This design comes from an exercise in tuning for small area and a short achievable clock period on the open sky130 flow, not from production work.
Where RTL was checked, it was by simulation tests only, not by an equivalence proof against the original.
Power and IR drop assume default switching activity.

build 5:
Design ArithmaticUnit, start of the top module:
module ArithmaticUnit(
		input wire clock_i, isWb_i, enable_i,
		input wire [4:0] wbAddress_i,
		input wire [6:0] opCode_i,
		input wire [15:0] pOperand_i, sOperand_i,
		output reg wbEnable_o,
		output reg [4:0] wbAddress_o,
		output reg [15:0] wbData_o,
		output reg [1:0] statusWriteback_o  
    );
Size: ~490 cells after synthesis, about 24 flip-flops, ~71 I/O pins, about 4400 um^2 of cells after synthesis.
Settings: LEC_CHECK=0, CAP_MARGIN=20, CORE_MARGIN=2, CORE_UTILIZATION=50, GPL_TIMING_DRIVEN=0, SETUP_SLACK_MARGIN=2.5, SLEW_MARGIN=20, SYNTH_HIERARCHICAL=1, SYNTH_MINIMUM_KEEP_SIZE=0; clock period 8.0 ns.
standard.sh (not shown) runs the stock make flow with config.mk's settings and CLKGATE_MAP_FILE= SYNTH_SCRIPT=/design/flow/synth_recipe.tcl, a recipe that flattens the netlist after the stock synthesis.
==> flow/flow/run.sh <==
#!/bin/bash
# Standard ORFS layout, with smaller port buffers and free cell resizing.
set -euo pipefail
bash standard.sh MATCH_CELL_FOOTPRINT=0 ABC_LOAD_IN_FF=1 "BUFFER_PORTS_ARGS=-buffer_cell sky130_fd_sc_hd__buf_1" finish > make_finish.log 2>&1
Per the final summary, build 5 finished and its layout is clean on timing, DRC and antenna.
Inputs modified between build 5 and build 85:
Settings: CORE_UTILIZATION now 60, was 50; GPL_TIMING_DRIVEN no longer set, was 0.
The lower average detailed-routed wire length per instance of build 5 and build 85 is in build 5. Changes observed in build 85 relative to build 5: utilization of the core after routing rose by 11 points; power density normalized to cell area was more or less identical; total power went down about 0.46%; sequential share of layout area stayed essentially flat; logic gate share of total power +0.2 points. | adder-cell area share of the yosys netlist | build 5 vs build 85 | ≈ equal |. Comparing build 5 with build 85, the multi-input logic portion of the cell area came out essentially unchanged.
Here is what was changed in the inputs of build 34 compared with build 85.
Settings: CORE_UTILIZATION now 70, was 60.
## What came out
- Result: PASS for each of build 85 and build 34
- [diff] power, build 34 relative to build 85: regression
- Diff build 85 -> build 34: largest incremental delay on the critical path down 0.05 ns, total buffers and inverters traversed by the critical path flat.
Edits applied to the flow inputs when going from build 34 to build 57:
Settings: CORE_UTILIZATION: 70 -> 50.
Notes after the runs:
Sort build 57 and build 34 by area share of buffers outside the clock network asc -> top: build 57
Cmp build 57 and build 34 / delay of the slowest critical-path stage / lower: build 34
Starting utilization of the core area: build 57 < build 34
Lower relative slew slack goes to build 34 over build 57.
Compared build 34 against build 57; clock power within noise.


Another version of the RTL of ArithmaticUnit (not shown whole).
Size in the first run: ~780 cells after synthesis, roughly 24 flip-flops, about 4900 µm² of cells after synthesis.
Design ArithmaticUnit, start of the top module:
module ArithmaticUnit(
		input wire clock_i, isWb_i, enable_i,
		input wire [4:0] wbAddress_i,
		input wire [6:0] opCode_i,
		input wire [15:0] pOperand_i, sOperand_i,
		output reg wbEnable_o,
		output reg [4:0] wbAddress_o,
		output reg [15:0] wbData_o,
		output reg [1:0] statusWriteback_o  
    );
clock: 8.0 ns
lec_check: 0
abc_area: 1
cap_margin: 20
core_margin: 2
core_utilization: 60
setup_slack_margin: 3.0
slew_margin: 20
synth_hierarchical: 1
synth_minimum_keep_size: 0
==> flow/flow/run.sh <==
#!/bin/bash
# Standard ORFS layout, with smaller port buffers and free cell resizing.
set -euo pipefail
bash standard.sh MATCH_CELL_FOOTPRINT=0 "BUFFER_PORTS_ARGS=-buffer_cell sky130_fd_sc_hd__buf_2" finish > make_finish.log 2>&1
Then changed:
ABC_AREA = 0   (was 1)
SETUP_SLACK_MARGIN = 2.5   (was 3.0)
=> Wire length falls by 29%. Clock power rises by 47%. Global-route usage falls by 5.2 points. Cell count falls by 43%. Core utilization falls by 0.63 points. Worst setup slack gets worse by 0.15 ns. Total power rises by 6.4%. Design area falls by 16%. Maximum frequency falls by 2.7%.
Then changed:
ABC_AREA = 1   (was 0)
What happened: The changed run completed with no timing, DRC or antenna violations. Synthesized area came out higher by 14%. Non-clock buffer count climbs by 13. Worst setup slack improves by 0.099 ns. Wire length increases by 39%. Die area increases by 13%.
Then changed:
==> flow/run.sh (new file) <==
#!/bin/bash
# synth_recipe.tcl (not shown) runs the flow's synth.tcl, then flattens the netlist and writes it again
# the make line also repeats each setting of config.mk as NAME=value (left out here)
make -C /OpenROAD-flow-scripts/flow DESIGN_CONFIG=/design/flow/config.mk WORK_HOME=/design/flow/orfs CLKGATE_MAP_FILE= SYNTH_SCRIPT=/design/flow/synth_recipe.tcl finish
ABC_AREA = 0   (was 1)
removed: flow/flow/run.sh
removed: flow/standard.sh
What happened:
- The new run completed without violations
- setup slack degrades by 0.34 ns
- count of clock-buffer cells in the layout is unchanged
- sequential cell count is unchanged
- sequential power came out higher by a few percent
- power came out higher by a quarter to a third
- area after synthesis came out lower by roughly a tenth
- final area came out lower by a few percent
No run of this note included a check of the RTL's function; only the layout flow was run.


Another version of the RTL of ArithmaticUnit (not shown whole).
For scale: about 690 cells after synthesis, roughly 24 flip-flops, roughly 71 I/O pins.
clock: 8.0 ns
lec_check: 0
cap_margin: 20
core_margin: 2
core_utilization: 40
setup_slack_margin: 3.5
slew_margin: 20
run.sh (not shown) runs the stock make flow with config.mk's settings and CLKGATE_MAP_FILE= SYNTH_SCRIPT=/design/flow/synth_recipe.tcl, a recipe that flattens the netlist after the stock synthesis.
Stock flow here: none of the scripts above is used.
The baseline went through all stages and came out clean.
==> next run, changes <==
ABC_CLOCK_PERIOD_IN_PS = 1000   (was not set)
SETUP_SLACK_MARGIN = 2.5   (was 3.5)
The changed run passed the timing, design-rule and antenna checks; flip-flop and latch count is unchanged; worst hold slack gains 0.076 ns; area after synthesis is unchanged; setup slack is about the same; clock power came out lower by 24%; global-route usage came out higher by 0.16 points; non-clock buffer count went down by 10; total power came out lower by 9.7%.
==> next run, changes <==
ABC_CLOCK_PERIOD_IN_PS = not set   (was 1000)
Utilization is unchanged.
Sequential share of layout area stays the same.
First-iteration DRC count does not change.
Wire length does not change.
Cell count does not change.
Via count does not change.
Critical path depth is unchanged.
Design area does not change.
Count of clock-buffer cells in the layout does not change.
Total power stays the same.
==> next run, changes <==
CORE_UTILIZATION = 60   (was 40)
Cell area came out lower by a few percent.
Count of clock-buffer cells in the layout is unchanged.
Total power came out lower by a few percent.
Maximum frequency came out lower slightly.
Utilization came out higher by 24 points.
Area after synthesis stays the same.
Sequential share of layout area came out higher by 0.28 points.
Wire length came out lower slightly.
Function was not checked in any run of this note: the RTL went through the layout flow alone.


ArithmaticUnit, a different RTL version from the one above (not shown whole).
Size: about 450 cells after synthesis, about 24 flip-flops, ~71 I/O pins, about 4300 um^2 of cells after synthesis.
clock: 8.0 ns
lec_check: 0
cap_margin: 20
core_margin: 2
core_utilization: 45
gpl_routability_driven: 0
setup_slack_margin: 2.5
slew_margin: 20
synth_hierarchical: 1
synth_minimum_keep_size: 0
standard.sh (not shown) runs the stock make flow with config.mk's settings and CLKGATE_MAP_FILE= SYNTH_SCRIPT=/design/flow/synth_recipe.tcl, a recipe that flattens the netlist after the stock synthesis.
==> flow/flow/run.sh <==
#!/bin/bash
# Standard ORFS layout, with smaller port buffers and free cell resizing.
set -euo pipefail
bash standard.sh MATCH_CELL_FOOTPRINT=0 ABC_LOAD_IN_FF=1 "BUFFER_PORTS_ARGS=-buffer_cell sky130_fd_sc_hd__buf_1" finish > make_finish.log 2>&1
The first run completed without violations.
Then changed:
Settings changed: CORE_UTILIZATION 45 to 50, GPL_ROUTABILITY_DRIVEN 0 to not set, SETUP_SLACK_MARGIN 2.5 to 2.6.
What happened: Area after synthesis stays the same. Hold slack degrades by 0.011 ns. Worst setup slack gets better by 0.15 ns. Critical path depth went up by 3. Non-clock buffer count came out higher by 16. Total power increases by about 5.5%. Via count rises by about 5%. Cell count shrinks by about 1.2%. Fmax grows by 2.8%. Core utilization rises by 8.0 points. Wire length climbs by 9.7%.
Then changed:
Settings changed: CORE_UTILIZATION 50 to 45, SETUP_SLACK_MARGIN 2.6 to 2.5.
Result: Final cell count rises slightly; non-clock buffer count falls by 18; fmax falls slightly; routed wire length falls by roughly a tenth; global-route usage falls by 3.2 points; flip-flop and latch count does not change; core utilization falls by 8.4 points.


== try-yarrow ==
Another version of the RTL of ArithmaticUnit (not shown whole).
For scale: roughly 24 flip-flops, roughly 0.0045 mm² of cells after synthesis.
export LEC_CHECK = 0
export CAP_MARGIN = 20
export CORE_MARGIN = 2
export CORE_UTILIZATION = 60
export SETUP_SLACK_MARGIN = 3.0
export SLEW_MARGIN = 20
export SYNTH_HIERARCHICAL = 1
export SYNTH_MINIMUM_KEEP_SIZE = 0
create_clock -name core_clock -period 8.0 [get_ports {clock_i}]
Scripts as last shown in full above: flow/flow/run.sh
try-yarrow completed end to end with timing, DRC and antenna clean.
Here is what was changed in the inputs of try-ember compared with try-yarrow.
- SETUP_SLACK_MARGIN changed from 3.0 to 2.5
Findings:
[compare] base=try-yarrow new=try-ember: power dissipated by switching net loads dropped 22%, number of non-filler instances in the completed layout decreased 50, global-route usage over all layers decreased by 2.7 points relative to the old numbers, final HPWL from detailed placement decreased 2.3%. Sort try-yarrow and try-ember by global-route wire length before repair, descending, and try-yarrow comes first. For the via count of the first global-routing pass, try-ember came in 340 lower than try-yarrow did. The placer's final routability congestion estimate of try-ember falls short of that of try-yarrow by about 6%.
The following lists how try-sierra was set up differently from try-ember:
- changing SETUP_SLACK_MARGIN from 2.5 to 0
## What came out
The clock power on try-ember is in line with that on try-sierra.
Max sum of buffers and inverters on the critical path across try-ember and try-sierra: try-ember
Number of vias in the routed layout of try-sierra falls short of that of try-ember by a few percent.
try-sierra vs try-ember: buffers inserted during post-CTS setup optimization down
try-sierra vs try-ember — delay contributed by the slowest stage of the critical path rose 0.47 ns.
Global-route usage in try-sierra is 0.90 points lower than in try-ember
The combinational power reported for try-sierra is smaller than that of try-ember by about 10%.
Lower worst slew margin relative to its limit was reported by try-sierra, not try-ember.
try-sierra — overall power after layout about 9% lower, try-ember as reference
Input changes introduced in try-amber (baseline for comparison: try-sierra):
- swapping 0 for 2.0 in SETUP_SLACK_MARGIN
[summary]
- Reported for try-amber and try-sierra, buffer count from post-CTS setup fixing turned out identical to the last digit.
- ~same combined global-route utilization of all metal layers in try-amber and try-sierra
- try-amber vs. try-sierra: detail-routed net length per standard cell went up, static leakage went up, area of all placed cells without fillers went up, headroom to the max-slew limit went up, total wire length after detailed routing went up.
- When try-amber is measured against try-sierra, its power density over the cells turns out about 0.5% lower.
- sky130_fd_sc_hd__or4_1 as the critical-path cell with the highest stage delay was reported by try-amber, and sky130_fd_sc_hd__nor2_1 by try-sierra.
- The higher total chip power of try-amber and try-sierra is in try-amber.
Function was not checked in any run of this note: the RTL went through the layout flow alone.

## re-timing with driven ports
The flow's constraints put no driver on any port. The routed layouts listed below were extracted and timed again, unchanged, in two steps. Step 1: set_driving_cell puts a clkbuf_16 on clock_i and a buf_2 on each other input, an assumption about the parent block. Step 2 moves the port delays by t, midway between the first and last clock arrival at a register: inputs arrive t later, outputs are due t later. That takes back most of the time a late clock gives input paths. Three values: ideal, step 1, step 2; two values: the first two.
| run | shift t [ns] | setup WS [ns] | latest minus earliest clock arrival (ns) | worst data-port slew with drivers (ns) |
|---|---|---|---|---|
| build 5 | 0.299 | 2.695 / 2.704 / 2.405 | 0.006 / 0.006 | 0.04 |
| build 85 | 0.295 | 2.787 / 2.797 / 2.502 | 0.015 / 0.014 | 0.04 |
| build 34 | 0.301 | 2.591 / 2.600 / 2.299 | 0.003 / 0.004 | 0.05 |
| build 57 | 0.300 | 2.779 / 2.789 / 2.488 | 0.004 / 0.005 | 0.03 |
| the first run of note 2 | 0.298 | 2.499 / 2.478 / 2.180 | 0.006 / 0.007 | 0.05 |
| the second run of note 2 | 0.302 | 2.347 / 2.339 / 2.037 | 0.018 / 0.017 | 0.05 |
| the third run of note 2 | 0.315 | 2.446 / 2.397 / 2.082 | 0.004 / 0.004 | 0.07 |
| the fourth run of note 2 | 0.300 | 2.109 / 2.091 / 1.791 | 0.010 / 0.010 | 0.06 |
| the first run of note 3 | 0.286 | 2.488 / 2.454 / 2.168 | 0.003 / 0.002 | 0.09 |
| the second run of note 3 | 0.283 | 2.489 / 2.476 / 2.192 | 0.004 / 0.005 | 0.06 |
| the third run of note 3 | 0.283 | 2.489 / 2.476 / 2.192 | 0.004 / 0.005 | 0.06 |
| the fourth run of note 3 | 0.286 | 2.420 / 2.384 / 2.097 | 0.003 / 0.003 | 0.11 |
| the first run of note 4 | 0.290 | 2.668 / 2.675 / 2.384 | 0.004 / 0.005 | 0.04 |
| the second run of note 4 | 0.296 | 2.815 / 2.821 / 2.525 | 0.002 / 0.002 | 0.04 |
| the third run of note 4 | 0.292 | 2.713 / 2.718 / 2.426 | 0.013 / 0.012 | 0.04 |
| try-yarrow | 0.312 | 2.715 / 2.708 / 2.396 | 0.006 / 0.006 | 0.05 |
| try-ember | 0.303 | 2.529 / 2.538 / 2.235 | 0.020 / 0.020 | 0.04 |
| try-sierra | 0.300 | 1.389 / 1.396 / 1.096 | 0.006 / 0.006 | 0.04 |
| try-amber | 0.301 | 2.252 / 2.257 / 1.956 | 0.007 / 0.007 | 0.04 |
After both steps setup and hold are still met in every run listed. The setup slack of the third run of note 2, which loses most, moves by -0.049 ns with the drivers and by -0.364 ns with both steps.
